From an optimization exercise on the open Yosys and OpenROAD flow, aimed at small area and a short achievable clock period; shortcuts taken in it are not production practice. Only simulation tests tie the RTL to the original design; equivalence was not proved. Power and IR drop assume default switching activity.

## flow/design.v (module list and top-level ports; edited modules follow where they fit)
// module MAC_R0_0_16: 180 lines
// module MAC_R0_16_17: 301 lines
// module MAC_R0_17_18: 313 lines
// module MAC_R0_18_18: 313 lines
// module MAC_RN_0_16: 276 lines
// module MAC_RN_16_17: 389 lines
// module MAC_RN_17_18: 401 lines
// module MAC_RN_18_18: 401 lines
// module MMU: 53 lines
module MMU #(parameter depth=4, bit_width=8, acc_width=32, size=4)
(
   input          clk,
   input          control,
   input  [31:0]  data_arr,
   input  [31:0]  wt_arr,
   output [127:0] acc_out
);
  // ...
==> flow/flow/run.sh <==
#!/bin/bash
# Layout flow: the standard flow (standard.sh), with one change to
# synthesis: Yosys's synth runs without the quick ABC pass of its fine stage
# (synth -noabc), so that extract_fa meets the full and half adders as the
# RTL writes them and maps them without inverters around them. Registers
# and everything after synthesis are as in the standard flow.
set -euo pipefail
work=$(pwd)
sed 's/yosys synth -nofsm -noshare {\*}\$args/yosys synth -nofsm -noshare -noabc {*}$args/' \
  synth_recipe.tcl > own_synth.tcl
grep -q -- '-noabc' own_synth.tcl
bash standard.sh SYNTH_SCRIPT="$work/own_synth.tcl" finish > standard.log 2>&1
==> flow/standard.sh <==
#!/bin/bash
# synth_recipe.tcl (not shown) runs the flow's synth.tcl, then flattens the netlist and writes it again
# the make line also repeats each setting of config.mk as NAME=value (left out here)
make -C /OpenROAD-flow-scripts/flow DESIGN_CONFIG=/design/flow/config.mk WORK_HOME=/design/flow/orfs CLKGATE_MAP_FILE= SYNTH_SCRIPT=/design/flow/synth_recipe.tcl "${@:-finish}"
==> flow/config.mk <==
export PLATFORM = sky130hd
export DESIGN_NAME = MMU
export DESIGN_NICKNAME = MMU
export VERILOG_FILES = /design/flow/design.v
export SDC_FILE = /design/flow/constraint.sdc
export NUM_CORES = 4
export LEC_CHECK = 0
export CAP_MARGIN = 20
export CORE_MARGIN = 2
export CORE_UTILIZATION = 50
export CTS_CLUSTER_DIAMETER = 80
export CTS_CLUSTER_SIZE = 32
export SETUP_SLACK_MARGIN = 4.2
export SLEW_MARGIN = 20
==> flow/constraint.sdc <==
create_clock -name core_clock -period 7.0 [get_ports {clk}]
set_input_delay 1.4000 -clock core_clock [delete_from_list [all_inputs] [get_ports {clk}]]
set_output_delay 1.4000 -clock core_clock [all_outputs]
set_load 0.01 [all_outputs]
==> qor.csv, run 1 <==
stage;metric;value;unit
finish;final_cells;6311;
cts;postCtsHoldBufs;0;
global_routing;grt_util_all_layers;0.2053;
sta;finalHoldViolCount;0;
setup_path;path_depth;10;
cts;clk_pin_slew;0.10;ns
drt;vias;32700;
setup_path;path_cells;fa_1 > ha_4 > a21o_1 > a21oi_2 > o31ai_4 > a31oi_4 > o21ai_2 > o31a_1 > a31oi_1 > mux2_1;
sta;drv_slew;0;
finish;clock_cell_area_share;0.03203;
pwr;internal_power;10.90;mW
setup_path;endpoint;row[0].g0.u_c2.acc_out[16];
status;status;complete, no violations;
floorplanning;die_h;335.1;um
synthesis;synth_cells;4838;
synthesis;synth.distinct_cells;76;
cts;cts_buffers;51;
sta;finalClockSkew;0.03634;ns
synthesis;synthMuxAreaShare;0.02653;
synthesis;ys_warn_count;10;
cts;cts_root_buffer;clkbuf_16;
synthesis;syn_area;54800;sq um
setup_path;crit_family;compound AO/OA/AOI/OAI gates;
sta;finalHoldWorstSlack;0.4582;ns
finish;seq_share;0.3605;
==> inputs of run 2 (changes only) <==
--- a/flow/config.mk
+++ b/flow/config.mk
@@ -9,3 +9,3 @@
 export CORE_MARGIN = 2
-export CORE_UTILIZATION = 50
+export CORE_UTILIZATION = 40
 export CTS_CLUSTER_DIAMETER = 80
@@ -14 +14,2 @@
 export SLEW_MARGIN = 20
+export TNS_END_PERCENT = 50
==> qor.csv, run 2 <==
stage;metric;value;unit;change
sta;setup_viol;0;;
pwr;seq_power_share;0.434;;
cts;cts_root_buffer;clkbuf_16;;
status;status;complete, no violations;;
finish;layout.nets;5921;;
synthesis;synth.most_common_cell;nor2_1;;
floorplanning;die_h;374.1;um;+12%
finish;top_register;dn;;
sta;finalHoldViolCount;0;;unchanged
synthesis;async_reset_ff_frac;0;;
synthesis;ys_top_cells_by_area;dfxtp_1 (31%), fa_1 (24%), edfxtp_1 (9.0%), ha_1 (8.5%), nor2_1 (7.1%);;
cts;clock_path_buffers;3;;
finish;final_cells;6667;;+5.6%
pwr;internal_power;10.96;mW;+0.57%
synthesis;ys.flop_type;dfxtp_1;;
placed_design;dpl_cell_area;57280;sq um;
flow_run;cap_violations;0;;
setup_path;required;7.59;ns;
floorplanning;die_width;374.1;um;
synthesis;ys_seq_elements;1001;;
pwr;pwr-share-comb;0.319;;
synthesis;syn-mean-instance-area;11.33;sq um;
placed_design;gp_congestion;0.8509;;
pwr;powerDensity;276.3;nW/um^2;
sta;max_slew.worst_pin.slew;1.056;ns;
drt;vias;32640;;-0.18%
finish;largest_reg_flops;96;;
sta;finalHoldWorstSlack;0.4586;ns;+0.0004760 ns
setup_path;path_class;primary input to flip-flop;;
finish;final_area;60870;sq um;
placed_design;dp.cells;6478;;
finish;final_common_cell;nor2_1;;
cts;postCtsHoldBufs;0;;unchanged
synthesis;synth_cells;4838;;unchanged
drt;drt_wl_total;112500;um;
setup_path;critPathArrivalTime;3.46;ns;
synthesis;ys_seq_area_frac;0.3956;;
sta;rsz0062_at_grt;true;;
setup_path;cp-start-kind;primary input;;
drt;drt-vias-per-instance;4.895;;
global_routing;grt_pass1_wl;183000;um;
pwr;power.total;16.82;mW;
setup_path;ff2ff_setup_slack;4.16;ns;
synthesis;synth_commonest_cells;nor2_1 (1,040), dfxtp_1 (837), fa_1 (646), ha_1 (372), clkbuf_1 (269);;
finish;num_antenna_cells;0;;
cts;cts_tree;done;;
global_routing;antenna_found_initial;1;;
drt;wl_met2;50290;um;
finish;mostFrequentLayoutCells;nor2_1 (1,032), dfxtp_1 (792), fa_1 (627), ha_1 (352), edfxtp_1 (164);;
placed_design;port_buffers;137;;
sta;fin_crit_sh;0.4099;;
worst_hold_path;hold_class;flip-flop to flip-flop;;
global_routing;grt_max_degree;143;;
sta;drv_slew;0;;unchanged
global_routing;grt_util_all_layers;0.1595;;-0.04577
pwr;power_frac_clock;0.248;;
floorplanning;initial_core_util;0.4035;;
sta;final.setup.tns;0;ns;
pwr;power.leakage;28.15;nW;
drt;wl_met3;3865;um;
setup_path;end_kind;flip-flop;;
synthesis;synth-edff-count;164;;
sta;finalClockSkew;0.05106;ns;+0.01473 ns
finish;area_growth;11.07;%;
finish;drive_above_1_share;0.1171;;
synthesis;ys_warn_count;10;;unchanged
synthesis;yosys.area.top_type;dfxtp_1;;
synthesis;synth_top_cell_area_share;0.3058;;
drt;postRouteAntennaNets;0;;
sta;slew_headroom;0.2958;;
cts;clk_pin_slew;0.11;ns;about the same
drt;drt-initial-drc-count;1814;;
floorplanning;coreArea;135800;sq um;
cts;clock_sinks;1001;;
cts;cts_buffers;57;;+12%
floorplanning;ios;194;;
drt;met1_length;56480;um;
pwr;ir_worst_vdd;0.1932;mV;
drt;wire_per_inst;16.88;um;
placed_design;dp_hpwl;86140;um;
cts;insertion_delay;0.70;ns;
setup_path;path_max_fanout;11;;
floorplanning;die_area;140000;sq um;
global_routing;first_global_vias;33630;;
sta;fin_crit;2.869;ns;
drt;firstDrtPassIters;6;;
sta;max_freq;348.5;MHz;
global_routing;overflow;0;;
synthesis;synth.distinct_cells;76;;unchanged
synthesis;syn_area;54800;sq um;unchanged
drt;top_layer;met5;;
cts;htree_levels;2;;
floorplanning;rows;135;;
pwr;p_sw_frac;0.3481;;
pwr;switchingPower;5.855;mW;
drt;drc_errors;0;;
## run 2: cell counts after synthesis
No cell type changed its count.
## run 2: worst paths after layout
| kind | start | end | cells after the start |
|---|---|---|---|
| max | data_arr[17] | row[0].g0.u_c2.m[13] | 5 |
| max reg2reg | row[1].gn.u_c2.m[12] | row[1].gn.u_c2.acc_out[15] | 10 |
| min | row[1].gn.u_c0.m[0] | row[1].gn.u_c0.acc_out[0] | 1 |
| min reg2reg | row[1].gn.u_c0.m[0] | row[1].gn.u_c0.acc_out[0] | 1 |
## run 2: area by class of cell
cell class | instances | area [sq um]
Fill cell | 12540 | 74940
Multi-Input combinational cell | 3491 | 32350
Sequential cell | 1001 | 21740
Tap cell | 1781 | 2228
Timing Repair Buffer | 223 | 1999
Clock buffer | 61 | 1484
Clock inverter | 47 | 830.8
Inverter | 63 | 236.5
## run 2: worst max-delay path, stage by stage
cell	delay [ns]
dlygate4sd2_1	0.46
nor2b_1	0.47
a22o_1	0.27
fa_1	0.43
fa_1	0.43
## run 2: kinds of logic (layout without fill, tap and decap cells)
group                      count (synthesis)  count (layout)  share of synthesized area
and+or+nand+nor                         1493            1493                     0.1179
buffers and inverters                    401             394                    0.03130
AOI/OAI and AO/OA                        593             593                    0.07564
muxes                                    131             131                    0.02653
adders and majority gates               1018            1018                     0.3209
xor gates and xnor gates                 200             200                    0.03196
DFF                                     1001            1001                     0.3956
other                                      1              56                 0.00006843
## run 2: per-layer routing
metal,up-vias,GRT usage
li1,15790,-
met1,16190,0.2373
met3,102,0.01945
met2,555,0.2499
met4,2,0.03249
met5,-,0
## run 2: what timing repair did
| item | 4_1_cts | 5_1_grt |
|---|---|---|
| setup buffers | 2 | 79 |
| gates resized for setup | 116 | 185 |
| pin swaps | 10 | 60 |
| endpoints found under the setup margin | 180 | 197 |
## run 2: power by group through the flow
stage / combinational, mW / clock, mW / sequential (mW)
6_report: 5.36 / 4.16 / 7.29
3_3_place_gp: 4.99 / 0 / 7.45
2_1_floorplan: 4.01 / 0 / 7.12
4_1_cts: 5.08 / 4.33 / 7.31
5_1_grt: 6.10 / 4.53 / 7.39
3_5_place_dp: 5.07 / 0 / 7.45
## run 2: through the flow
step | utilization | setup slack (ns)
2_1_floorplan | - | 3.893
3_3_place_gp | 0.4218 | 2.944
3_5_place_dp | 0.4218 | 2.907
4_1_cts | 0.4389 | 3.989
5_1_grt | 0.4482 | 4.034
6_report | 0.4482 | 4.131
==> inputs of run 3 (changes only) <==
--- a/flow/config.mk
+++ b/flow/config.mk
@@ -7,2 +7,3 @@
 export LEC_CHECK = 0
+export ABC_AREA = 1
 export CAP_MARGIN = 20
@@ -14,2 +15 @@
 export SLEW_MARGIN = 20
-export TNS_END_PERCENT = 50
==> qor.csv, run 3 <==
stage;metric;value;unit;change
status;status;complete, no violations;;
floorplanning;ios;194;;unchanged
setup_path;ff2ff_setup_slack;4.26;ns;+0.10 ns
global_routing;grt_pass1_wl;222100;um;+21%
pwr;power.leakage;30.70;nW;+9.1%
setup_path;path_class;flip-flop to flip-flop;;
floorplanning;initial_core_util;0.4020;;-0.001532
floorplanning;die_h;380.8;um;+1.8%
global_routing;first_global_vias;40100;;+19%
placed_design;port_buffers;137;;unchanged
flow_run;cap_violations;0;;unchanged
drt;wl_met2;64770;um;+29%
finish;utilization;0.4462;;-0.002003
sta;finalHoldWorstSlack;0.4104;ns;-0.04826 ns
synthesis;syn_area;56780;sq um;+3.6%
finish;n_fill_cell;13710;;+9.3%
finish;area_growth;11.00;%;about the same
setup_path;end_kind;flip-flop;;
global_routing;grt_util_all_layers;0.1921;;+0.03256
setup_path;cp-start-kind;flip-flop;;
finish;ff_latch_area;21760;sq um;about the same
setup_path;required;7.62;ns;+0.03 ns
drt;met1_length;65790;um;+16%
placed_design;preCtsSetupSlack;3.189;ns;+0.2821 ns
pwr;ir_worst_vdd;0.2016;mV;+4.3%
sta;finalClockSkew;0.05169;ns;+0.0006276 ns
drt;wire_per_inst;17.14;um;+1.6%
cts;clk_pin_slew;0.09;ns;-0.02 ns
sta;fin_crit;2.743;ns;-0.1260 ns
synthesis;async_reset_ff_frac;0;;unchanged
drt;vias;39290;;+20%
sta;setup_viol;0;;unchanged
placed_design;dp.cells;7855;;+21%
finish;mostFrequentLayoutCells;nor2_1 (1,181), nand2_1 (1,012), dfxtp_1 (789), fa_1 (645), inv_1 (467);;
synthesis;syn-mean-instance-area;9.355;sq um;-17%
cts;cts_root_buffer;clkbuf_16;;
finish;drive_above_1_share;0.07270;;-0.04437
worst_hold_path;worst_hold_startpoint;row[1].gn.u_c0.m[0];;
cts;postCtsHoldBufs;0;;unchanged
placed_design;gp_congestion;0.8890;;+4.5%
synthesis;synth.most_common_cell;nor2_1;;
placed_design;dp_hpwl;108000;um;+25%
finish;final_common_cell;nor2_1;;
floorplanning;rows;138;;+2.2%
synthesis;synth_top_cell_area_share;0.2951;;-0.01065
drt;drt_wl_total;138300;um;+23%
setup_path;reg2reg_to;row[2].gn.u_c2.m[20];;
cts;htree_levels;3;;+1
worst_hold_path;min_to;row[1].gn.u_c0.acc_out[0];;
drt;drt-vias-per-instance;4.870;;-0.52%
global_routing;overflow;0;;unchanged
finish;top_register;dn;;
global_routing;antenna_found_initial;4;;+3
drt;firstDrtPassIters;7;;+1
cts;insertion_delay;0.71;ns;about the same
drt;postRouteAntennaNets;0;;unchanged
drt;drt-initial-drc-count;2637;;+45%
sta;max_freq;364.5;MHz;+4.6%
cts;clock_path_buffers;3;;unchanged
sta;finalHoldViolCount;0;;unchanged
floorplanning;die_width;380.8;um;+1.8%
sta;setup_slack;4.257;ns;+0.1260 ns
synthesis;ys_seq_elements;1001;;unchanged
pwr;power.total;17.70;mW;+5.2%
global_routing;grt_max_degree;134;;-6.3%
sta;slew_headroom;0.2970;;+0.001197
drt;wl_met3;5512;um;+43%
drt;top_layer;met5;;
sta;max_slew.worst_pin.slew;1.054;ns;-0.001795 ns
setup_path;rr_worst_depth;5;;-5
drt;drc_errors;0;;unchanged
synthesis;synth_cells;6069;;+25%
floorplanning;die_area;145000;sq um;+3.6%
synthesis;ys.flop_type;dfxtp_1;;
placed_design;dpl_cell_area;59620;sq um;+4.1%
synthesis;synth_commonest_cells;nor2_1 (1,205), nand2_1 (1,036), dfxtp_1 (837), fa_1 (646), inv_1 (486);;
finish;final_area;63020;sq um;+3.5%
cts;cts_tree;done;;
finish;multi_input_area;32380;sq um;about the same
cts;cts_buffers;70;;+23%
worst_hold_path;hold_class;flip-flop to flip-flop;;
sta;final.setup.tns;0;ns;unchanged
cts;clock_sinks;1001;;unchanged
finish;final_cells;8068;;+21%
setup_path;startpoint;row[2].gn.u_c2.wt_out[6];;
synthesis;ys_top_cells_by_area;dfxtp_1 (30%), fa_1 (23%), edfxtp_1 (8.7%), ha_1 (8.2%), nor2_1 (8.0%);;
synthesis;synth-edff-count;164;;unchanged
synthesis;ys_seq_area_frac;0.3819;;-0.01377
finish;largest_reg_flops;96;;unchanged
synthesis;yosys.area.top_type;dfxtp_1;;
sta;fin_crit_sh;0.3919;;-0.01800
pwr;powerDensity;280.8;nW/um^2;+1.6%
worst_hold_path;min_path_cells;2;;+1
synthesis;ys_warn_count;10;;unchanged
sta;rsz0062_at_grt;true;;
sta;drv_slew;0;;unchanged
finish;layout.nets;7202;;+22%
setup_path;critPathArrivalTime;3.36;ns;-0.10 ns
setup_path;path_max_fanout;5;;-6
floorplanning;coreArea;141200;sq um;+4.0%
synthesis;synth.distinct_cells;41;;-46%
setup_path;r2r_start;row[2].gn.u_c2.wt_out[6];;
## run 3: cell count changes in the layout (fill, tap and decap cells not counted), moves of 59 or more
cell | before | now
nand2_1 | 100 | 1012
nor2_1 | 1032 | 1181
inv_1 | 62 | 467
nand2b_1 | 62 | 0
xor2_1 | 87 | 6
o21ai_0 | 63 | 146
nor2b_1 | 91 | 0
a21oi_1 | 139 | 333
nand3_1 | 19 | 195
o221ai_1 | 1 | 60
a22o_1 | 101 | 0
xnor2_1 | 112 | 17
mux2_2 | 100 | 0
a21o_1 | 80 | 14
## run 3: logic make-up (layout without fill, tap and decap cells)
| kind of cell | after synthesis | after routing | synth area share |
|---|---|---|---|
| other cells | 1 | 58 | 0.00006605 |
| flops | 1001 | 1001 | 0.3819 |
| buf+inv | 788 | 840 | 0.05672 |
| simple gates | 2603 | 2603 | 0.1835 |
| fa+ha+maj | 1018 | 1018 | 0.3097 |
| xor+xnor | 23 | 23 | 0.003548 |
| compound gates | 635 | 635 | 0.06461 |
## run 3: how the worst max path moves through the flow
stage                            to  slack, ns  depth (start not counted)
2_1_floorplan  row[0].g0.u_c0.m[15]       4.14                          5
3_3_place_gp   row[0].g0.u_c2.m[15]       3.21                          5
3_5_place_dp   row[0].g0.u_c2.m[15]       3.19                          5
4_1_cts                 acc_out[17]       4.18                          1
5_1_grt        row[1].gn.u_c3.m[16]       4.12                          5
6_report       row[2].gn.u_c2.m[20]       4.26                          5
## run 3: critical path, stage by stage (launching register included)
cell and delay (ns):
edfxtp_1 0.54, nor2_1 0.11, fa_1 0.44, fa_1 0.53
fa_1 0.52, fa_1 0.53
## run 3: what timing repair did
| action | in CTS | in global routing |
|---|---|---|
| gates resized for setup | 123 | 59 |
| hold endpoints to repair | 0 | 0 |
| setup endpoints to repair | 139 | 83 |
| buffers inserted | 31 | 50 |
| pin swaps | 4 | 13 |
| gates cloned | 0 | 0 |
## run 3: layout make-up
class | count | area share
tap | 1890 | 0.03752
antenna | 2 | 0.00007941
clock buffer | 79 | 0.02968
sequential | 1001 | 0.3452
clock inverter | 51 | 0.01344
multi-input combinational | 4335 | 0.5138
inverter | 486 | 0.02918
timing repair buffer | 224 | 0.03111
## run 3: power by group
part | internal, mW | switching [mW]
sequential | 6.64 | 0.636
combinational | 2.08 | 3.58
clock | 2.27 | 2.50
## run 3: routing by layer
layer	GRT usage	vias up
met4	0.04545	4
met1	0.2683	18970
met2	0.3198	894
met5	0	-
met3	0.02094	141
li1	-	19280
==> inputs of run 4 (changes only) <==
--- a/flow/config.mk
+++ b/flow/config.mk
@@ -7,6 +7,5 @@
 export LEC_CHECK = 0
-export ABC_AREA = 1
 export CAP_MARGIN = 20
 export CORE_MARGIN = 2
-export CORE_UTILIZATION = 40
+export CORE_UTILIZATION = 60
 export CTS_CLUSTER_DIAMETER = 80
==> qor.csv, run 4 <==
stage;metric;value;unit;change
pwr;power.leakage;27.77;nW;-9.5%
worst_hold_path;hold_class;flip-flop to flip-flop;;
status;status;complete, no violations;;
global_routing;grt_max_degree;176;;+31%
synthesis;synth.distinct_cells;76;;+85%
drt;drc_errors;0;;unchanged
setup_path;path_class;flip-flop to flip-flop;;
synthesis;synth_commonest_cells;nor2_1 (1,040), dfxtp_1 (837), fa_1 (646), ha_1 (372), clkbuf_1 (269);;
finish;largest_reg_flops;96;;unchanged
pwr;p_sw_frac;0.3418;;-0.03763
finish;mostFrequentLayoutCells;nor2_1 (1,024), dfxtp_1 (775), fa_1 (626), ha_1 (349), edfxtp_1 (164);;
finish;final_area;59670;sq um;-5.3%
synthesis;ys_seq_elements;1001;;unchanged
sta;fin_crit_sh;0.4028;;+0.01093
finish;drive_above_1_share;0.1243;;+0.05161
synthesis;synth_top_cell_area_share;0.3058;;+0.01065
floorplanning;die_h;306.2;um;-20%
cts;clock_path_buffers;3;;unchanged
floorplanning;die_area;93770;sq um;-35%
sta;fin_crit;2.820;ns;+0.07653 ns
synthesis;syn_area;54800;sq um;-3.5%
placed_design;port_buffers;137;;unchanged
finish;multi_input_area;32450;sq um;+0.21%
drt;firstDrtPassIters;5;;-2
synthesis;async_reset_ff_frac;0;;unchanged
setup_path;max_stage_delay;0.61;ns;+0.07 ns
global_routing;first_global_vias;33050;;-18%
cts;postCtsHoldBufs;0;;unchanged
sta;drv_slew;0;;unchanged
synthesis;ys.flop_type;dfxtp_1;;
setup_path;path_max_fanout;5;;unchanged
floorplanning;initial_core_util;0.6070;;+0.2050
finish;ff_latch_area;21760;sq um;about the same
synthesis;yosys.area.top_type;dfxtp_1;;
cts;cts_root_buffer;clkbuf_16;;
pwr;pwr-share-comb;0.330;;+0.010
synthesis;ys_seq_area_frac;0.3956;;+0.01377
finish;area_growth;8.879;%;
setup_path;cpMaxStageDelayCell;fa_1;;
cts;clk_pin_slew;0.11;ns;+0.02 ns
finish;n_fill_cell;6982;;-49%
synthesis;ys_warn_count;10;;unchanged
sta;finalHoldViolCount;0;;unchanged
sta;max_slew.worst_pin.slew;0.8231;ns;-0.2314 ns
setup_path;required;7.53;ns;-0.09 ns
floorplanning;die_width;306.2;um;-20%
placed_design;gp_congestion;0.8673;;-2.4%
flow_run;cap_violations;0;;unchanged
sta;slew_headroom;0.4513;;+0.1543
worst_hold_path;worst_hold_startpoint;row[1].gn.u_c0.m[0];;
floorplanning;rows;110;;-20%
global_routing;grt_pass1_wl;179200;um;-19%
sta;rsz0062_at_grt;true;;
pwr;switchingPower;5.493;mW;-18%
sta;max_freq;354.6;MHz;-2.7%
finish;final_common_cell;nor2_1;;
placed_design;dpl_cell_area;56580;sq um;-5.1%
finish;layout.nets;5928;;-18%
synthesis;syn-mean-instance-area;11.33;sq um;+21%
global_routing;overflow;0;;unchanged
sta;final.setup.tns;0;ns;unchanged
drt;postRouteAntennaNets;0;;unchanged
cts;insertion_delay;0.65;ns;-0.06 ns
floorplanning;ios;194;;unchanged
sta;setup_viol;0;;unchanged
sta;finalClockSkew;0.03548;ns;-0.01621 ns
drt;drt-initial-drc-count;2107;;-20%
synthesis;synth_cells;4838;;-20%
setup_path;r2r_start;row[0].g0.u_c2.m[7];;
pwr;ir_worst_vdd;0.1603;mV;-20%
finish;top_register;dn;;
drt;drt-vias-per-instance;5.414;;+11%
placed_design;dp_hpwl;82150;um;-24%
cts;htree_levels;2;;-1
cts;clock_sinks;1001;;unchanged
finish;utilization;0.6609;;+0.2147
pwr;internal_power;10.58;mW;-3.7%
setup_path;critPathArrivalTime;3.35;ns;about the same
drt;vias;32810;;-17%
global_routing;antenna_found_initial;0;;-4
cts;cts_buffers;47;;-33%
setup_path;startpoint;row[0].g0.u_c2.m[7];;
setup_path;path_cells;fa_1 > ha_4 > a21o_1 > a21oi_1 > o31ai_2 > a31oi_2 > o21ai_2 > o31a_1 > a31oi_1 > mux2_1;;
floorplanning;coreArea;90290;sq um;-36%
drt;drt_wl_total;109600;um;-21%
pwr;powerDensity;269.3;nW/um^2;-4.1%
pwr;power_frac_clock;0.215;;-0.054
synthesis;synth.most_common_cell;nor2_1;;
synthesis;synth-edff-count;164;;unchanged
cts;cts_tree;done;;
setup_path;end_kind;flip-flop;;
synthesis;ys_top_cells_by_area;dfxtp_1 (31%), fa_1 (24%), edfxtp_1 (9.0%), ha_1 (8.5%), nor2_1 (7.1%);;
pwr;seq_power_share;0.455;;+0.044
global_routing;grt_util_all_layers;0.2359;;+0.04377
setup_path;cp-start-kind;flip-flop;;
drt;wire_per_inst;18.08;um;+5.5%
finish;num_antenna_cells;0;;-2
[run 4: final timing paths]
path | end | slack, ns | cells past startpoint
worst max register to register | row[0].g0.u_c2.acc_out[16] | 4.18 | 10
worst min register to register | row[1].gn.u_c0.acc_out[0] | 0.46 | 1
worst min-delay path | row[1].gn.u_c0.acc_out[0] | 0.46 | 1
worst max-delay path | row[0].g0.u_c2.acc_out[16] | 4.18 | 10
[run 4: routing by layer]
layer  share of wire  global-route usage
met1            0.52              0.3760
met2            0.43              0.3522
met3           0.042             0.02841
met4           0.013             0.03773
met5               0                   0
[run 4: cells by family (layout without fill, tap and decap cells)]
kind of cell / Yosys count / in the layout / synth area share
adder cells (fa/ha/maj): 1018 / 1018 / 0.3209
buffers and inverters: 401 / 391 / 0.03130
AND/OR/NAND/NOR: 1493 / 1493 / 0.1179
multiplexers: 131 / 131 / 0.02653
other: 1 / 56 / 0.00006843
flip-flops: 1001 / 1001 / 0.3956
XOR/XNOR: 200 / 200 / 0.03196
AO/OA/AOI/OAI: 593 / 593 / 0.07564
[run 4: stage by stage]
step | total power, mW | setup WS (ns) | hold WS, ns | instances
floorplan | 11.14 | 3.893 | 0.4138 | 4893
global placement | 12.36 | 2.977 | 0.4319 | 5872
detailed placement | 12.44 | 2.946 | 0.4360 | 5872
CTS | 15.99 | 4.149 | 0.4605 | 5992
global route | 17.19 | 4.067 | 0.4713 | 6059
finish | 16.07 | 4.180 | 0.4558 | 6059
[run 4: power by group through the flow]
stage	clock network (mW)	logic, mW	registers [mW]
floorplan	0	4.01	7.12
CTS	3.59	5.09	7.31
finish	3.46	5.30	7.31
global placement	0	4.90	7.45
global route	3.77	6.02	7.40
detailed placement	0	4.98	7.46
[run 4: worst max-delay path: cells and delay by family (launching register included)]
| family | cells | cell delay [ns] |
|---|---|---|
| DFF | 1 | 0.33 |
| adders and majority gates | 2 | 0.85 |
| muxes | 1 | 0.33 |
| AOI/OAI and AO/OA | 7 | 1.19 |
[run 4: area by class of cell]
type / count / area share
clock buffers: 54 / 0.02122
clock inverters: 34 / 0.007109
inverters: 63 / 0.004026
multi-input cells: 3491 / 0.5438
flip-flops and latches: 1001 / 0.3647
well taps: 1176 / 0.02466
repair buffers: 240 / 0.03445
[run 4: timing repair]
item / 4_1_cts / 5_1_grt
pin swaps: 27 / 75
buffers inserted: 32 / 67
gates resized for setup: 181 / 162
setup endpoints to repair: 186 / 139
cloned: 0 / 0
==> inputs of run 5 (changes only) <==
--- a/flow/config.mk
+++ b/flow/config.mk
@@ -9,3 +9,3 @@
 export CORE_MARGIN = 2
-export CORE_UTILIZATION = 60
+export CORE_UTILIZATION = 80
 export CTS_CLUSTER_DIAMETER = 80
==> qor.csv, run 5 <==
stage;metric;value;unit;change
cts;insertion_delay;0.63;ns;-0.02 ns
synthesis;ys_warn_count;10;;unchanged
drt;postRouteAntennaNets;0;;unchanged
sta;setup_slack;4.085;ns;-0.09511 ns
worst_hold_path;worst_hold_startpoint;row[0].g0.u_c0.m[1];;
pwr;power.leakage;27.76;nW;about the same
synthesis;syn-mean-instance-area;11.33;sq um;unchanged
finish;num_antenna_cells;0;;unchanged
sta;finalHoldViolCount;0;;unchanged
synthesis;synth.distinct_cells;76;;unchanged
sta;setup_viol;0;;unchanged
placed_design;dp_hpwl;83640;um;+1.8%
drt;wire_per_inst;20.74;um;+15%
flow_run;cap_violations;0;;unchanged
worst_hold_path;hold_class;flip-flop to flip-flop;;
pwr;power.total;16.11;mW;+0.23%
finish;utilization;0.8798;;+0.2190
finish;final_area;59400;sq um;-0.44%
global_routing;first_global_vias;35400;;+7.1%
setup_path;startpoint;row[2].gn.u_c2.acc_out[5];;
sta;max_slew.worst_pin.slew;0.9444;ns;+0.1213 ns
floorplanning;die_width;265.7;um;-13%
sta;finalHoldWorstSlack;0.4575;ns;+0.001632 ns
floorplanning;initial_core_util;0.8117;;+0.2047
floorplanning;coreArea;67510;sq um;-25%
synthesis;synth_top_cell_area_share;0.3058;;unchanged
finish;area_growth;8.395;%;
synthesis;ys_seq_elements;1001;;unchanged
finish;drive_above_1_share;0.1320;;+0.007663
finish;final_cells;5768;;-4.8%
placed_design;gp_congestion;0.8966;;+3.4%
floorplanning;rows;95;;-14%
placed_design;dpl_cell_area;56200;sq um;-0.67%
placed_design;preCtsSetupSlack;2.935;ns;-0.01163 ns
synthesis;async_reset_ff_frac;0;;unchanged
finish;n_fill_cell;3065;;-56%
cts;htree_levels;2;;unchanged
synthesis;synth_cells;4838;;unchanged
drt;drc_errors;0;;unchanged
drt;vias;35530;;+8.3%
sta;finalClockSkew;0.02878;ns;-0.006701 ns
synthesis;ys_top_cells_by_area;dfxtp_1 (31%), fa_1 (24%), edfxtp_1 (9.0%), ha_1 (8.5%), nor2_1 (7.1%);;
status;status;complete, no violations;;
cts;clock_path_buffers;3;;unchanged
cts;clk_pin_slew;0.11;ns;about the same
finish;layout.nets;5945;;+0.29%
sta;max_freq;343.1;MHz;-3.3%
cts;clock_sinks;1001;;unchanged
floorplanning;ios;194;;unchanged
drt;drt_wl_total;119600;um;+9.2%
pwr;ir_worst_vdd;0.2174;mV;+36%
setup_path;required;7.48;ns;-0.05 ns
placed_design;port_buffers;137;;unchanged
setup_path;path_max_fanout;4;;-1
synthesis;ys.flop_type;dfxtp_1;;
global_routing;grt_util_all_layers;0.3300;;+0.09411
global_routing;overflow;0;;unchanged
synthesis;syn_area;54800;sq um;unchanged
global_routing;antenna_found_initial;0;;unchanged
floorplanning;die_area;70610;sq um;-25%
finish;mostFrequentLayoutCells;nor2_1 (1,015), dfxtp_1 (771), fa_1 (623), ha_1 (346), edfxtp_1 (164);;
placed_design;dp.cells;5569;;-5.2%
finish;top_register;dn;;
cts;cts_root_buffer;clkbuf_16;;
drt;firstDrtPassIters;6;;+1
synthesis;synth_commonest_cells;nor2_1 (1,040), dfxtp_1 (837), fa_1 (646), ha_1 (372), clkbuf_1 (269);;
sta;fin_crit_sh;0.4164;;+0.01359
synthesis;synth-edff-count;164;;unchanged
cts;cts_buffers;42;;-11%
setup_path;path_class;flip-flop to flip-flop;;
sta;drv_slew;0;;unchanged
synthesis;ys_seq_area_frac;0.3956;;unchanged
setup_path;critPathArrivalTime;3.39;ns;+0.04 ns
global_routing;grt_pass1_wl;185500;um;+3.5%
drt;drt-vias-per-instance;6.160;;+14%
floorplanning;die_h;265.7;um;-13%
setup_path;end_kind;flip-flop;;
pwr;powerDensity;271.1;nW/um^2;+0.67%
setup_path;r2r_start;row[2].gn.u_c2.acc_out[5];;
finish;final_common_cell;nor2_1;;
drt;drt-initial-drc-count;3034;;+44%
cts;cts_tree;done;;
synthesis;yosys.area.top_type;dfxtp_1;;
synthesis;synth.most_common_cell;nor2_1;;
sta;fin_crit;2.915;ns;+0.09511 ns
sta;final.setup.tns;0;ns;unchanged
setup_path;cp-start-kind;flip-flop;;
global_routing;grt_max_degree;144;;-18%
finish;largest_reg_flops;96;;unchanged
sta;rsz0062_at_grt;true;;
sta;slew_headroom;0.3704;;-0.08090
run 5: changes by cell type in the layout (fill, tap and decap cells not counted), moves of 7 or more:
cell	before	now
a21oi_1	140	129
a21oi_2	19	29
buf_4	101	118
clkbuf_1	4	15
clkinv_8	10	3
nor2_1	1024	1015
nor2_2	16	25
run 5: layout make-up:
class,count,area (sq um),share of cell area
flip-flops and latches,1001,21770,0.3665
clock inverters,18,271.5,0.004571
repair buffers,262,2230,0.03753
inverters,63,236.5,0.003981
multi-input cells,3491,32620,0.5492
well taps,873,1092,0.01839
clock buffers,60,1182,0.01990
run 5: report_power, final:
| part | total, mW | leakage (nW) | internal (mW) | switching [mW] |
|---|---|---|---|---|
| sequential | 7.32 | 8.49 | 6.65 | 0.674 |
| combinational | 5.58 | 18.6 | 2.58 | 3.00 |
| clock | 3.21 | 0.700 | 1.32 | 1.88 |
run 5: critical path, stage by stage (launching register included):
cell      delay [ns]
dfxtp_1         0.35
fa_1            0.49
ha_1            0.36
o21ai_1         0.32
a21boi_2        0.15
a21oi_2         0.22
nor2b_2         0.08
o31ai_2         0.18
buf_4           0.19
buf_6           0.11
a21oi_2         0.06
xnor2_1         0.21
nor2_1          0.06
run 5: final timing paths:
path / endpoint / slack, ns / depth (start not counted)
max: row[2].gn.u_c3.acc_out[14] / 4.09 / 12
min: row[0].g0.u_c0.acc_out[1] / 0.46 / 1
max reg2reg: row[2].gn.u_c3.acc_out[14] / 4.09 / 12
min reg2reg: row[0].g0.u_c0.acc_out[1] / 0.46 / 1
run 5: kinds of logic (layout without fill, tap and decap cells):
kind of cell               count (synthesis)  count (layout)  synth area share
and+or+nand+nor                         1493            1493            0.1179
adders and majority gates               1018            1018            0.3209
DFF                                     1001            1001            0.3956
AOI/OAI and AO/OA                        593             593           0.07564
buffers and inverters                    401             403           0.03130
xor gates and xnor gates                 200             200           0.03196
muxes                                    131             131           0.02653
other                                      1              56        0.00006843
run 5: what timing repair did:
item	in CTS	in global routing
hold buffers	0	0
setup buffers	49	72
resized for setup	196	186
pin swaps	39	88
endpoints found under the setup margin	193	149
run 5: metal layers:
layer | global-route usage | part of all wire | vias to the layer above
met2 | 0.5346 | 0.48 | 1759
met3 | 0.04584 | 0.079 | 263
met5 | 0 | 0 | -
met4 | 0.07394 | 0.025 | 0
li1 | - | - | 15840
met1 | 0.4833 | 0.42 | 17670
==> inputs of run 6 (changes only) <==
--- a/flow/config.mk
+++ b/flow/config.mk
@@ -9,3 +9,3 @@
 export CORE_MARGIN = 2
-export CORE_UTILIZATION = 80
+export CORE_UTILIZATION = 40
 export CTS_CLUSTER_DIAMETER = 80
==> qor.csv, run 6 <==
stage;metric;value;unit;change
finish;drive_above_1_share;0.1272;;-0.004780
cts;clock_path_buffers;3;;unchanged
pwr;ir_worst_vdd;0.2231;mV;+2.6%
cts;cts_tree;done;;
setup_path;cp-start-kind;flip-flop;;
global_routing;antenna_found_initial;2;;+2
finish;mostFrequentLayoutCells;nor2_1 (1,036), dfxtp_1 (776), fa_1 (627), ha_1 (349), edfxtp_1 (164);;
sta;fin_crit;2.861;ns;-0.05430 ns
sta;final.setup.tns;0;ns;unchanged
pwr;internal_power;10.99;mW;+4.2%
drt;drc_errors;0;;unchanged
floorplanning;die_width;374.1;um;+41%
pwr;seq_power_share;0.430;;-0.024
finish;area_growth;11.38;%;
worst_hold_path;hold_class;flip-flop to flip-flop;;
synthesis;ys_warn_count;10;;unchanged
drt;drt_wl_total;115000;um;-3.9%
synthesis;ys_seq_elements;1001;;unchanged
setup_path;path_max_fanout;5;;+1
drt;drt-vias-per-instance;4.903;;-20%
finish;largest_reg_flops;96;;unchanged
drt;drt-initial-drc-count;1680;;-45%
setup_path;crit_family;compound AO/OA/AOI/OAI gates;;
setup_path;max_stage_delay;0.59;ns;+0.10 ns
placed_design;dpl_cell_area;57350;sq um;+2.0%
global_routing;grt_pass1_wl;186500;um;+0.54%
synthesis;ys_top_cells_by_area;dfxtp_1 (31%), fa_1 (24%), edfxtp_1 (9.0%), ha_1 (8.5%), nor2_1 (7.1%);;
floorplanning;initial_core_util;0.4035;;-0.4082
synthesis;synth_cells;4838;;unchanged
finish;final_area;61040;sq um;+2.8%
setup_path;path_depth;10;;-2
synthesis;ys.flop_type;dfxtp_1;;
synthesis;yosys.area.top_type;dfxtp_1;;
placed_design;port_buffers;137;;unchanged
setup_path;startpoint;row[0].g0.u_c2.m[7];;
pwr;switchingPower;5.986;mW;+7.8%
drt;firstDrtPassIters;7;;+1
pwr;power_frac_clock;0.246;;+0.047
finish;layout.nets;5941;;-0.067%
global_routing;overflow;0;;unchanged
pwr;p_sw_frac;0.3525;;+0.007712
placed_design;preCtsSetupSlack;2.933;ns;-0.001110 ns
cts;cts_buffers;57;;+36%
placed_design;dp_hpwl;87510;um;+4.6%
status;status;complete, no violations;;
setup_path;end_kind;flip-flop;;
cts;insertion_delay;0.71;ns;+0.08 ns
pwr;power.leakage;28.03;nW;+1.0%
sta;rsz0062_at_grt;true;;
sta;finalClockSkew;0.05057;ns;+0.02179 ns
sta;max_freq;349.6;MHz;+1.9%
pwr;powerDensity;278.2;nW/um^2;+2.6%
setup_path;worst-path-buf-inv;0;;-2
pwr;pwr-share-comb;0.324;;-0.022
finish;top_register;dn;;
drt;vias;32790;;-7.7%
finish;final_common_cell;nor2_1;;
setup_path;cpMaxStageDelayCell;fa_1;;
sta;finalHoldViolCount;0;;unchanged
floorplanning;die_area;140000;sq um;+98%
synthesis;synth-edff-count;164;;unchanged
cts;postCtsHoldBufs;0;;unchanged
synthesis;synth_top_cell_area_share;0.3058;;unchanged
synthesis;syn-mean-instance-area;11.33;sq um;unchanged
setup_path;rr_worst_depth;10;;-2
synthesis;syn_area;54800;sq um;unchanged
sta;fin_crit_sh;0.4087;;-0.007757
floorplanning;coreArea;135800;sq um;+100%
setup_path;r2r_start;row[0].g0.u_c2.m[7];;
sta;slew_headroom;0.3659;;-0.004479
sta;setup_slack;4.139;ns;+0.05430 ns
cts;htree_levels;2;;unchanged
synthesis;synth_commonest_cells;nor2_1 (1,040), dfxtp_1 (837), fa_1 (646), ha_1 (372), clkbuf_1 (269);;
finish;n_fill_cell;12550;;+310%
placed_design;gp_congestion;0.8570;;-4.4%
finish;num_antenna_cells;0;;unchanged
sta;max_slew.worst_pin.slew;0.9511;ns;+0.006718 ns
drt;wire_per_inst;17.19;um;-17%
synthesis;async_reset_ff_frac;0;;unchanged
floorplanning;ios;194;;unchanged
global_routing;first_global_vias;33940;;-4.1%
worst_hold_path;worst_hold_startpoint;row[0].g0.u_c0.m[0];;
drt;postRouteAntennaNets;0;;unchanged
setup_path;path_cells;fa_1 > ha_4 > a21o_1 > a21oi_2 > o31ai_4 > a31oi_4 > o21ai_2 > o31a_1 > a31oi_2 > mux2_4;;
setup_path;required;7.61;ns;+0.13 ns
floorplanning;die_h;374.1;um;+41%
synthesis;synth.most_common_cell;nor2_1;;
synthesis;ys_seq_area_frac;0.3956;;unchanged
setup_path;critPathArrivalTime;3.47;ns;+0.08 ns
sta;setup_viol;0;;unchanged
setup_path;path_class;flip-flop to flip-flop;;
floorplanning;rows;135;;+42%
sta;drv_slew;0;;unchanged
cts;clk_pin_slew;0.11;ns;about the same
cts;clock_sinks;1001;;unchanged
global_routing;grt_max_degree;131;;-9.0%
flow_run;cap_violations;0;;unchanged
worst_hold_path;min_path_cells;1;;unchanged
global_routing;grt_util_all_layers;0.1637;;-0.1663
synthesis;synth.distinct_cells;76;;unchanged
cts;cts_root_buffer;clkbuf_16;;
==> run 6: cell counts after synthesis <==
Identical to the previous run, type by type.
==> run 6: cell families (layout without fill, tap and decap cells) <==
logic type	count (synthesis)	in the layout	synth area share
other cells	1	56	0.00006843
buf+inv	401	414	0.03130
fa+ha+maj	1018	1018	0.3209
flops	1001	1001	0.3956
mux	131	131	0.02653
simple gates	1493	1493	0.1179
compound gates	593	593	0.07564
xor+xnor	200	200	0.03196
==> run 6: power by group through the flow <==
| stage | clock (mW) | combinational (mW) | sequential (mW) |
|---|---|---|---|
| 2_1_floorplan | 0 | 4.01 | 7.12 |
| 3_3_place_gp | 0 | 5.05 | 7.45 |
| 3_5_place_dp | 0 | 5.13 | 7.46 |
| 4_1_cts | 4.34 | 5.23 | 7.31 |
| 5_1_grt | 4.54 | 6.25 | 7.39 |
| 6_report | 4.18 | 5.50 | 7.30 |
==> run 6: metal layers <==
metal,routed length [um],global-route usage,up-vias,part of all wire
met5,0,0,-,0
met4,2251,0.03796,0,0.020
met3,4435,0.02059,124,0.039
met2,51150,0.2568,658,0.44
met1,57130,0.2408,16170,0.50
li1,-,-,15830,-
==> run 6: timing repair <==
item	CTS	global route
resized for setup	183	147
pin swaps	29	54
hold endpoints to repair	0	0
buffers inserted	23	76
cloned	0	0
setup endpoints to repair	187	161
==> run 6: layout make-up <==
class	instances	area, sq um	share of cell area
Clock buffer	61	1494	0.02448
Sequential cell	1001	21760	0.3565
Timing Repair Buffer	243	2072	0.03395
Tap cell	1781	2228	0.03651
Inverter	63	240.2	0.003936
Multi-Input combinational cell	3491	32440	0.5315
Clock inverter	47	799.5	0.01310
==> run 6: final timing paths <==
| path | endpoint | slack (ns) |
|---|---|---|
| setup / recovery | row[0].g0.u_c2.acc_out[16] | 4.14 |
| hold / removal | row[0].g0.u_c0.acc_out[0] | 0.45 |
| setup reg to reg | row[0].g0.u_c2.acc_out[16] | 4.14 |
| hold reg to reg | row[0].g0.u_c0.acc_out[0] | 0.45 |
==> run 6: metrics by stage <==
stage / total power, mW / hold slack, ns / std cells / util
after global placement: 12.50 / 0.4299 / 6480 / 0.4223
after floorplan: 11.14 / 0.4138 / 4893 / -
after CTS: 16.88 / 0.4528 / 6611 / 0.4420
after global routing: 18.17 / 0.4754 / 6687 / 0.4494
after detailed placement: 12.59 / 0.4256 / 6480 / 0.4223
final: 16.98 / 0.4511 / 6687 / 0.4494
==> inputs of run 7 (changes only) <==
--- a/flow/config.mk
+++ b/flow/config.mk
@@ -9,5 +9,5 @@
 export CORE_MARGIN = 2
-export CORE_UTILIZATION = 40
-export CTS_CLUSTER_DIAMETER = 80
-export CTS_CLUSTER_SIZE = 32
+export CORE_UTILIZATION = 60
+export CTS_CLUSTER_DIAMETER = 75
+export CTS_CLUSTER_SIZE = 28
 export SETUP_SLACK_MARGIN = 4.2
==> qor.csv, run 7 <==
stage;metric;value;unit;change
global_routing;grt_max_degree;176;;+34%
sta;fin_crit_sh;0.4063;;-0.002389
pwr;ir_worst_vdd;0.2152;mV;-3.5%
synthesis;yosys.area.top_type;dfxtp_1;;
setup_path;critPathArrivalTime;3.35;ns;-0.12 ns
setup_path;rr_worst_depth;10;;unchanged
synthesis;syn_area;54800;sq um;unchanged
setup_path;r2r_start;row[1].gn.u_c2.m[11];;
synthesis;ys.flop_type;dfxtp_1;;
finish;n_fill_cell;7016;;-44%
sta;max_slew.worst_pin.slew;0.8243;ns;-0.1269 ns
flow_run;cap_violations;0;;unchanged
floorplanning;die_area;93770;sq um;-33%
sta;finalHoldViolCount;0;;unchanged
drt;drt-vias-per-instance;5.414;;+10%
drt;drc_errors;0;;unchanged
global_routing;overflow;0;;unchanged
cts;postCtsHoldBufs;0;;unchanged
sta;slew_headroom;0.4505;;+0.08458
sta;finalClockSkew;0.02163;ns;-0.02894 ns
setup_path;cp_common_cell;a21o_1;;
sta;setup_viol;0;;unchanged
placed_design;dp_hpwl;82150;um;-6.1%
cts;cts_root_buffer;clkbuf_16;;
setup_path;endpoint;row[1].gn.u_c2.acc_out[15];;
finish;drive_above_1_share;0.1214;;-0.005768
synthesis;synth_cells;4838;;unchanged
sta;drv_slew;0;;unchanged
drt;drt-initial-drc-count;2173;;+29%
sta;rsz0062_at_grt;true;;
synthesis;async_reset_ff_frac;0;;unchanged
sta;final.setup.tns;0;ns;unchanged
pwr;powerDensity;270.5;nW/um^2;-2.8%
global_routing;grt_util_all_layers;0.2364;;+0.07278
finish;top_register;dn;;
cts;cts_tree;done;;
placed_design;dpl_cell_area;56580;sq um;-1.3%
synthesis;ys_top_cells_by_area;dfxtp_1 (31%), fa_1 (24%), edfxtp_1 (9.0%), ha_1 (8.5%), nor2_1 (7.1%);;
global_routing;grt_pass1_wl;179100;um;-3.9%
finish;num_antenna_cells;0;;unchanged
global_routing;antenna_found_initial;0;;-2
setup_path;max_stage_delay;0.58;ns;about the same
drt;wl_met2;46870;um;-8.4%
synthesis;ys_seq_elements;1001;;unchanged
setup_path;startpoint;row[1].gn.u_c2.m[11];;
finish;largest_reg_flops;96;;unchanged
synthesis;ys_warn_count;10;;unchanged
finish;final_area;59650;sq um;-2.3%
setup_path;reg2reg_to;row[1].gn.u_c2.acc_out[15];;
synthesis;synth.distinct_cells;76;;unchanged
sta;max_freq;351.6;MHz;+0.59%
synthesis;synth_commonest_cells;nor2_1 (1,040), dfxtp_1 (837), fa_1 (646), ha_1 (372), clkbuf_1 (269);;
worst_hold_path;hold_class;flip-flop to flip-flop;;
synthesis;ys_seq_area_frac;0.3956;;unchanged
finish;final_common_cell;nor2_1;;
floorplanning;initial_core_util;0.6070;;+0.2034
setup_path;path_class;flip-flop to flip-flop;;
cts;insertion_delay;0.66;ns;-0.05 ns
finish;layout.nets;5934;;-0.12%
cts;clk_pin_slew;0.11;ns;about the same
setup_path;end_kind;flip-flop;;
drt;vias;32850;;+0.20%
floorplanning;ios;194;;unchanged
floorplanning;die_h;306.2;um;-18%
pwr;power.leakage;27.82;nW;-0.75%
setup_path;path_cells;fa_1 > ha_4 > a21o_1 > a21o_1 > a221o_1 > a31oi_4 > o211ai_4 > o31ai_4 > xor2_1 > nor2_1;;
drt;wire_per_inst;18.06;um;+5.1%
drt;wl_met3;4724;um;+6.5%
setup_path;cp-start-kind;flip-flop;;
placed_design;port_buffers;137;;unchanged
cts;htree_levels;2;;unchanged
finish;area_growth;8.856;%;
drt;met1_length;56290;um;-1.5%
setup_path;required;7.51;ns;-0.10 ns
cts;clock_sinks;1001;;unchanged
global_routing;first_global_vias;33010;;-2.7%
synthesis;synth-edff-count;164;;unchanged
placed_design;gp_congestion;0.8673;;+1.2%
floorplanning;die_width;306.2;um;-18%
synthesis;synth.most_common_cell;nor2_1;;
setup_path;path_max_fanout;4;;-1
sta;fin_crit;2.844;ns;-0.01672 ns
synthesis;syn-mean-instance-area;11.33;sq um;unchanged
setup_path;ff2ff_setup_slack;4.16;ns;+0.02 ns
drt;drt_wl_total;109600;um;-4.7%
synthesis;synth_top_cell_area_share;0.3058;;unchanged
finish;mostFrequentLayoutCells;nor2_1 (1,024), dfxtp_1 (779), fa_1 (629), ha_1 (352), edfxtp_1 (164);;
floorplanning;rows;110;;-19%
floorplanning;coreArea;90290;sq um;-34%
cts;clock_path_buffers;3;;unchanged
drt;firstDrtPassIters;7;;unchanged
cts;cts_buffers;52;;-8.8%
drt;top_layer;met4;;
drt;postRouteAntennaNets;0;;unchanged
status;status;complete, no violations;;
setup_path;cpMaxStageDelayCell;fa_1;;
run 7: cell count changes in the layout (fill, tap and decap cells not counted), moves of 6 or more:
cell             delta
clkdlybuf4s15_1    -10
nor2_1             -12
clkinv_16           -9
dlygate4sd2_1       +8
clkbuf_16           -6
clkbuf_1            +7
nor2_2             +12
run 7: timing repair:
item                                    4_1_cts  5_1_grt
gates resized for setup                     178      138
buffers inserted                             24       76
endpoints found under the setup margin      177      147
pin swaps                                    27       52
run 7: area by class of cell:
| cell class | count | area (sq um) | share of cell area |
|---|---|---|---|
| clock buffers | 62 | 1370 | 0.02297 |
| multi-input cells | 3491 | 32350 | 0.5423 |
| flip-flops and latches | 1001 | 21760 | 0.3647 |
| clock inverters | 34 | 390.4 | 0.006544 |
| well taps | 1176 | 1471 | 0.02467 |
| inverters | 63 | 240.2 | 0.004027 |
| repair buffers | 241 | 2076 | 0.03480 |
run 7: how the worst min path moves through the flow:
stage	depth (start not counted)	slack, ns	end	from
3_5_place_dp	1	0.44	row[1].gn.u_c0.acc_out[0]	row[1].gn.u_c0.m[0]
6_report	1	0.45	row[1].gn.u_c0.acc_out[0]	row[1].gn.u_c0.m[0]
5_1_grt	1	0.46	row[0].g0.u_c0.acc_out[0]	row[0].g0.u_c0.m[0]
4_1_cts	1	0.46	row[0].g0.u_c0.acc_out[0]	row[0].g0.u_c0.m[0]
2_1_floorplan	1	0.41	row[0].g0.u_c0.acc_out[0]	row[0].g0.u_c0.m[0]
3_3_place_gp	1	0.43	row[3].gn.u_c0.acc_out[0]	row[3].gn.u_c0.m[0]
run 7: per-layer routing:
layer	vias to the layer above	GRT usage
met2	713	0.3512
met1	16230	0.3767
li1	15810	-
met3	100	0.02730
met4	0	0.04423
met5	-	0
run 7: cell families (layout without fill, tap and decap cells):
family,count (synthesis),after routing,synth area share
DFF,1001,1001,0.3956
AOI/OAI and AO/OA,593,593,0.07564
xor gates and xnor gates,200,200,0.03196
and+or+nand+nor,1493,1493,0.1179
muxes,131,131,0.02653
adders and majority gates,1018,1018,0.3209
buffers and inverters,401,400,0.03130
other,1,56,0.00006843
run 7: per-stage QoR:
stage | std cells | hold WS (ns) | util | setup WS (ns) | power (mW)
after floorplan | 4893 | 0.4138 | - | 3.893 | 11.14
after global placement | 5872 | 0.4319 | 0.6267 | 2.977 | 12.36
after detailed placement | 5872 | 0.4360 | 0.6267 | 2.946 | 12.44
after CTS | 5992 | 0.4557 | 0.6499 | 4.138 | 16.09
after global routing | 6068 | 0.4572 | 0.6607 | 4.056 | 17.25
final | 6068 | 0.4536 | 0.6607 | 4.156 | 16.14
run 7: critical path: cells and delay by family, from the launching register on:
kind	cells	cell delay, ns
XOR/XNOR	1	0.22
AND/OR/NAND/NOR	1	0.06
flip-flops	1	0.34
adder cells (fa/ha/maj)	2	0.80
AO/OA/AOI/OAI	6	1.27
run 7: report_power, final:
group | leakage [nW] | switching (mW) | internal [mW]
combinational | 18.5 | 2.77 | 2.48
sequential | 8.48 | 0.667 | 6.64
clock | 0.854 | 2.05 | 1.51
total | 27.8 | 5.50 | 10.6
==> inputs of run 8 (changes only) <==
--- a/flow/config.mk
+++ b/flow/config.mk
@@ -9,5 +9,5 @@
 export CORE_MARGIN = 2
-export CORE_UTILIZATION = 60
-export CTS_CLUSTER_DIAMETER = 75
-export CTS_CLUSTER_SIZE = 28
+export CORE_UTILIZATION = 40
+export CTS_CLUSTER_DIAMETER = 70
+export CTS_CLUSTER_SIZE = 25
 export SETUP_SLACK_MARGIN = 4.2
==> qor.csv, run 8 <==
stage;metric;value;unit;change
global_routing;grt_util_all_layers;0.1653;;-0.07116
placed_design;dpl_cell_area;57350;sq um;+1.4%
pwr;seq_power_share;0.408;;-0.045
setup_path;required;7.59;ns;+0.08 ns
pwr;powerDensity;289.7;nW/um^2;+7.1%
placed_design;gp_congestion;0.8570;;-1.2%
placed_design;port_buffers;137;;unchanged
finish;num_antenna_cells;0;;unchanged
cts;clock_path_buffers;3;;unchanged
global_routing;first_global_vias;34240;;+3.7%
finish;layout.nets;5969;;+0.59%
sta;drv_slew;0;;unchanged
sta;max_slew.worst_pin.slew;0.9484;ns;+0.1241 ns
sta;fin_crit;2.831;ns;-0.01252 ns
pwr;ir_worst_vdd;0.1947;mV;-9.5%
pwr;power_frac_clock;0.288;;+0.067
setup_path;cp-start-kind;flip-flop;;
global_routing;grt_max_degree;131;;-26%
global_routing;overflow;0;;unchanged
worst_hold_path;hold_class;flip-flop to flip-flop;;
sta;max_freq;353.2;MHz;+0.44%
cts;cts_root_buffer;clkbuf_16;;
setup_path;end_kind;flip-flop;;
drt;firstDrtPassIters;5;;-2
finish;final_cells;6738;;+11%
setup_path;path_max_fanout;5;;+1
synthesis;async_reset_ff_frac;0;;unchanged
finish;drive_above_1_share;0.1323;;+0.01092
placed_design;dp_hpwl;87510;um;+6.5%
synthesis;synth_commonest_cells;nor2_1 (1,040), dfxtp_1 (837), fa_1 (646), ha_1 (372), clkbuf_1 (269);;
sta;finalHoldViolCount;0;;unchanged
cts;cts_tree;done;;
sta;setup_viol;0;;unchanged
global_routing;grt_pass1_wl;187400;um;+4.6%
drt;vias;33040;;+0.57%
finish;mostFrequentLayoutCells;nor2_1 (1,037), dfxtp_1 (776), fa_1 (631), ha_1 (356), edfxtp_1 (164);;
synthesis;synth.distinct_cells;76;;unchanged
sta;finalClockSkew;0.02953;ns;+0.007902 ns
sta;fin_crit_sh;0.4045;;-0.001789
cts;htree_levels;3;;+1
pwr;internal_power;11.65;mW;+9.5%
drt;wire_per_inst;17.14;um;-5.1%
synthesis;ys.flop_type;dfxtp_1;;
synthesis;ys_seq_area_frac;0.3956;;unchanged
global_routing;antenna_found_initial;1;;+1
placed_design;dp.cells;6480;;+10%
cts;clock_sinks;1001;;unchanged
synthesis;yosys.area.top_type;dfxtp_1;;
drt;drc_errors;0;;unchanged
finish;n_fill_cell;12470;;+78%
drt;drt_wl_total;115500;um;+5.3%
status;status;complete, no violations;;
finish;largest_reg_flops;96;;unchanged
synthesis;synth.most_common_cell;nor2_1;;
pwr;p_sw_frac;0.3491;;+0.008526
cts;cts_buffers;84;;+62%
pwr;switchingPower;6.248;mW;+14%
finish;final_area;61780;sq um;+3.6%
sta;final.setup.tns;0;ns;unchanged
synthesis;ys_seq_elements;1001;;unchanged
sta;rsz0062_at_grt;true;;
synthesis;synth_cells;4838;;unchanged
pwr;power.total;17.90;mW;+11%
floorplanning;coreArea;135800;sq um;+50%
drt;drt-initial-drc-count;1780;;-18%
pwr;power.leakage;28.51;nW;+2.5%
sta;slew_headroom;0.3677;;-0.08275
synthesis;ys_top_cells_by_area;dfxtp_1 (31%), fa_1 (24%), edfxtp_1 (9.0%), ha_1 (8.5%), nor2_1 (7.1%);;
floorplanning;rows;135;;+23%
pwr;pwr-share-comb;0.304;;-0.022
floorplanning;die_width;374.1;um;+22%
floorplanning;die_area;140000;sq um;+49%
synthesis;syn-mean-instance-area;11.33;sq um;unchanged
synthesis;synth_top_cell_area_share;0.3058;;unchanged
finish;final_common_cell;nor2_1;;
synthesis;syn_area;54800;sq um;unchanged
finish;area_growth;12.73;%;
cts;insertion_delay;0.71;ns;+0.05 ns
synthesis;synth-edff-count;164;;unchanged
synthesis;ys_warn_count;10;;unchanged
cts;clk_pin_slew;0.08;ns;-0.03 ns
floorplanning;die_h;374.1;um;+22%
setup_path;path_class;flip-flop to flip-flop;;
setup_path;critPathArrivalTime;3.43;ns;+0.08 ns
sta;finalHoldWorstSlack;0.4427;ns;-0.01096 ns
floorplanning;ios;194;;unchanged
drt;drt-vias-per-instance;4.903;;-9.4%
floorplanning;initial_core_util;0.4035;;-0.2034
finish;top_register;dn;;
drt;postRouteAntennaNets;0;;unchanged
flow_run;cap_violations;0;;unchanged
-- run 8: power groups by stage --
stage               Combinational, mW  Sequential [mW]  Clock, mW
global route                     6.18             7.39       5.53
global placement                 5.05             7.45          0
CTS                              5.23             7.31       5.33
detailed placement               5.13             7.46          0
finish                           5.45             7.30       5.15
floorplan                        4.01             7.12          0
-- run 8: worst paths after layout --
kind                              from                         end  slack, ns  cells after the start
min                row[0].g0.u_c0.m[0]   row[0].g0.u_c0.acc_out[0]       0.44                      1
min reg2reg        row[0].g0.u_c0.m[0]   row[0].g0.u_c0.acc_out[0]       0.44                      1
max reg2reg  row[0].g0.u_c1.acc_out[4]  row[0].g0.u_c2.acc_out[16]       4.17                     10
max          row[0].g0.u_c1.acc_out[4]  row[0].g0.u_c2.acc_out[16]       4.17                     10
-- run 8: critical path, cell delays in order (launching register included) --
cell and delay [ns]:
dfxtp_1 0.33, fa_1 0.59, ha_4 0.24, a21o_1 0.17, a21oi_2 0.14, o31ai_2 0.10
a31oi_2 0.28, o21ai_2 0.09, o31a_1 0.28, a31oi_2 0.17, mux2_4 0.33
-- run 8: per-stage QoR --
step	setup slack, ns	utilization
finish	4.169	0.4549
global route	4.078	0.4549
CTS	4.178	0.4476
detailed placement	2.933	0.4223
global placement	2.895	0.4223
floorplan	3.893	-
-- run 8: per-layer routing --
metal	share of wire	GRT usage	vias up	routed length (um)
met3	0.038	0.02087	150	4390
met2	0.44	0.2568	685	51130
met5	0	0	-	0
met1	0.50	0.2420	16250	57490
li1	-	-	15960	-
met4	0.021	0.04702	0	2455
-- run 8: kinds of logic after synthesis --
logic type,count (synthesis),share of synthesized area
AND/OR/NAND/NOR,1493,0.1179
adder cells (fa/ha/maj),1018,0.3209
flip-flops,1001,0.3956
AO/OA/AOI/OAI,593,0.07564
buffers and inverters,401,0.03130
XOR/XNOR,200,0.03196
multiplexers,131,0.02653
other,1,0.00006843
-- run 8: repair_timing --
| action | 4_1_cts | 5_1_grt |
|---|---|---|
| setup buffers | 26 | 74 |
| endpoints found under the setup margin | 182 | 156 |
| hold buffers | 0 | 0 |
| pin swaps | 30 | 54 |
| resized for setup | 168 | 141 |
-- run 8: final cells by class --
cell class	instances	area [sq um]	area share
Multi-Input combinational cell	3491	32380	0.5241
Sequential cell	1001	21760	0.3522
Tap cell	1781	2228	0.03607
Clock buffer	91	2171	0.03514
Timing Repair Buffer	244	2082	0.03370
Clock inverter	67	915.9	0.01483
Inverter	63	240.2	0.003889
==> inputs of run 9 (changes only) <==
--- a/flow/config.mk
+++ b/flow/config.mk
@@ -12,3 +12,3 @@
 export CTS_CLUSTER_SIZE = 25
-export SETUP_SLACK_MARGIN = 4.2
+export SETUP_SLACK_MARGIN = 4.4
 export SLEW_MARGIN = 20
==> qor.csv, run 9 <==
stage;metric;value;unit;change
pwr;seq_power_share;0.399;;-0.009
setup_path;r2r_start;row[1].gn.u_c1.acc_out[6];;
synthesis;ys_seq_area_frac;0.3956;;unchanged
finish;layout.nets;6066;;+1.6%
pwr;switchingPower;6.313;mW;+1.0%
pwr;ir_worst_vdd;0.1580;mV;-19%
global_routing;grt_pass1_wl;187100;um;-0.15%
finish;mostFrequentLayoutCells;nor2_1 (964), dfxtp_1 (736), fa_1 (548), ha_1 (306), buf_4 (189);;
drt;drt-initial-drc-count;1726;;-3.0%
pwr;power.leakage;28.64;nW;+0.43%
synthesis;ys.flop_type;dfxtp_1;;
finish;final_area;63590;sq um;+2.9%
setup_path;cp-start-kind;flip-flop;;
floorplanning;ios;194;;unchanged
cts;clock_sinks;1001;;unchanged
sta;finalHoldViolCount;0;;unchanged
cts;cts_buffers;78;;-7.1%
synthesis;ys_seq_elements;1001;;unchanged
drt;wire_per_inst;16.87;um;-1.6%
floorplanning;die_width;374.1;um;unchanged
setup_path;cp_common_cell;a21o_1;;
finish;n_fill_cell;12300;;-1.4%
pwr;powerDensity;287.7;nW/um^2;-0.70%
pwr;p_sw_frac;0.3451;;-0.004057
synthesis;synth_cells;4838;;unchanged
drt;firstDrtPassIters;5;;unchanged
setup_path;endpoint;row[1].gn.u_c2.acc_out[15];;
finish;largest_reg_flops;96;;unchanged
sta;rsz0062_at_grt;true;;
setup_path;reg2reg_to;row[1].gn.u_c2.acc_out[15];;
drt;drt-vias-per-instance;4.863;;-0.82%
synthesis;syn-mean-instance-area;11.33;sq um;unchanged
cts;cts_root_buffer;clkbuf_16;;
cts;cts_tree;done;;
pwr;pwr-share-comb;0.333;;+0.029
synthesis;synth_top_cell_area_share;0.3058;;unchanged
synthesis;ys_top_cells_by_area;dfxtp_1 (31%), fa_1 (24%), edfxtp_1 (9.0%), ha_1 (8.5%), nor2_1 (7.1%);;
sta;final.setup.tns;0;ns;unchanged
synthesis;async_reset_ff_frac;0;;unchanged
synthesis;synth-edff-count;164;;unchanged
drt;vias;33210;;+0.52%
placed_design;gp_congestion;0.8685;;+1.3%
drt;postRouteAntennaNets;0;;unchanged
synthesis;syn_area;54800;sq um;unchanged
cts;clk_pin_slew;0.09;ns;about the same
finish;top_register;dn;;
flow_run;cap_violations;0;;unchanged
global_routing;grt_max_degree;144;;+9.9%
drt;drc_errors;0;;unchanged
cts;clock_path_buffers;3;;unchanged
floorplanning;die_h;374.1;um;unchanged
setup_path;path_cells;fa_1 > ha_4 > a21o_1 > a21o_1 > a221o_1 > a31oi_4 > o211ai_4 > o31ai_4 > xor2_1 > nor2_1;;
sta;finalClockSkew;0.03634;ns;+0.006812 ns
setup_path;end_kind;flip-flop;;
pwr;internal_power;11.98;mW;+2.9%
status;status;complete, no violations;;
sta;drv_slew;0;;unchanged
drt;drt_wl_total;115200;um;-0.24%
sta;max_freq;355.9;MHz;+0.78%
synthesis;ys_warn_count;10;;unchanged
global_routing;grt_util_all_layers;0.1641;;-0.001153
cts;htree_levels;3;;unchanged
floorplanning;initial_core_util;0.4035;;unchanged
setup_path;path_class;flip-flop to flip-flop;;
setup_path;max_stage_delay;0.57;ns;-0.02 ns
sta;setup_viol;0;;unchanged
placed_design;port_buffers;137;;unchanged
setup_path;path_max_fanout;3;;-2
floorplanning;coreArea;135800;sq um;unchanged
finish;area_growth;16.04;%;
synthesis;yosys.area.top_type;dfxtp_1;;
sta;fin_crit_sh;0.4014;;-0.003119
setup_path;ff2ff_setup_slack;4.19;ns;+0.02 ns
sta;fin_crit;2.810;ns;-0.02183 ns
synthesis;synth.most_common_cell;nor2_1;;
finish;final_cells;6829;;+1.4%
finish;final_common_cell;nor2_1;;
setup_path;rr_worst_depth;10;;unchanged
global_routing;antenna_found_initial;1;;unchanged
placed_design;dp_hpwl;86200;um;-1.5%
floorplanning;rows;135;;unchanged
synthesis;synth_commonest_cells;nor2_1 (1,040), dfxtp_1 (837), fa_1 (646), ha_1 (372), clkbuf_1 (269);;
synthesis;synth.distinct_cells;76;;unchanged
setup_path;required;7.55;ns;-0.04 ns
setup_path;cpMaxStageDelayCell;fa_1;;
finish;drive_above_1_share;0.2277;;+0.09532
floorplanning;die_area;140000;sq um;unchanged
sta;slew_headroom;0.4269;;+0.05916
setup_path;critPathArrivalTime;3.36;ns;-0.07 ns
pwr;power_frac_clock;0.267;;-0.021
sta;max_slew.worst_pin.slew;0.8596;ns;-0.08874 ns
worst_hold_path;hold_class;flip-flop to flip-flop;;
placed_design;dp.cells;6479;;-0.015%
global_routing;overflow;0;;unchanged
cts;postCtsHoldBufs;0;;unchanged
setup_path;startpoint;row[1].gn.u_c1.acc_out[6];;
cts;insertion_delay;0.70;ns;about the same
global_routing;first_global_vias;34570;;+0.98%
placed_design;dpl_cell_area;57460;sq um;+0.20%
## run 9: cell counts after synthesis
Identical to the previous run, type by type.
## run 9: layer usage
layer	part of all wire	wire length [um]	global-route usage
met5	0	0	0
met4	0.018	2060	0.04200
met3	0.035	4026	0.02087
met2	0.45	51700	0.2576
met1	0.50	57400	0.2398
## run 9: critical path, delay by kind of cell, from the launching register on
kind / cells / cell delay [ns]
AO/OA/AOI/OAI: 6 / 1.32
flip-flops: 1 / 0.34
XOR/XNOR: 1 / 0.17
adder cells (fa/ha/maj): 2 / 0.78
AND/OR/NAND/NOR: 1 / 0.07
## run 9: area by class of cell
cell class | instances | area, sq um | share of cell area
antenna | 1 | 2.502 | 0.00003935
clock buffer | 89 | 2066 | 0.03248
clock inverter | 56 | 798.3 | 0.01255
inverter | 63 | 237.7 | 0.003738
multi-input combinational | 3491 | 33700 | 0.5300
sequential | 1001 | 21850 | 0.3437
tap | 1781 | 2228 | 0.03504
timing repair buffer | 347 | 2704 | 0.04252
## run 9: through the flow
| step | total power [mW] | setup slack [ns] | utilization | hold WS, ns |
|---|---|---|---|---|
| 5_1_grt | 19.53 | 4.075 | 0.4682 | 0.4633 |
| 4_1_cts | 17.86 | 4.167 | 0.4556 | 0.4563 |
| 3_3_place_gp | 12.48 | 2.936 | 0.4231 | 0.4286 |
| 3_5_place_dp | 12.56 | 2.922 | 0.4231 | 0.4405 |
| 6_report | 18.29 | 4.190 | 0.4683 | 0.4523 |
| 2_1_floorplan | 11.19 | 3.893 | - | 0.4138 |
## run 9: kinds of logic (layout without fill, tap and decap cells)
family	count (synthesis)	after routing	synth area share
adder cells (fa/ha/maj)	1018	1018	0.3209
AND/OR/NAND/NOR	1493	1493	0.1179
other	1	57	0.00006843
multiplexers	131	131	0.02653
AO/OA/AOI/OAI	593	593	0.07564
flip-flops	1001	1001	0.3956
buffers and inverters	401	555	0.03130
XOR/XNOR	200	200	0.03196
## run 9: power by group through the flow
stage	logic [mW]	clock network, mW	registers (mW)
2_1_floorplan	4.07	0	7.12
3_3_place_gp	5.04	0	7.45
3_5_place_dp	5.11	0	7.45
4_1_cts	5.49	5.07	7.30
5_1_grt	6.86	5.28	7.40
6_report	6.09	4.89	7.31
## run 9: worst min-delay path by stage
| stage | cells after the start | startpoint | end |
|---|---|---|---|
| finish | 1 | row[0].g0.u_c0.m[1] | row[0].g0.u_c0.acc_out[1] |
| global route | 1 | row[0].g0.u_c0.m[1] | row[0].g0.u_c0.acc_out[1] |
| CTS | 1 | row[0].g0.u_c0.m[1] | row[0].g0.u_c0.acc_out[1] |
| detailed placement | 1 | row[0].g0.u_c0.m[1] | row[0].g0.u_c0.acc_out[1] |
| global placement | 1 | row[1].gn.u_c0.m[0] | row[1].gn.u_c0.acc_out[0] |
| floorplan | 1 | row[0].g0.u_c0.m[0] | row[0].g0.u_c0.acc_out[0] |
## run 9: repair_timing
item                       4_1_cts  5_1_grt
setup buffers                  111       93
pin swaps                      165      317
gates cloned                     0        0
gates resized for setup        702      283
setup endpoints to repair      318      219

Check on run 9: ideal ports give 4.190 ns setup slack; a clkbuf_16 on the clock port and buf_2 on the inputs give 4.190 ns; moving port delays by the midpoint clock arrival (0.750 ns) as well gives 3.697 ns.
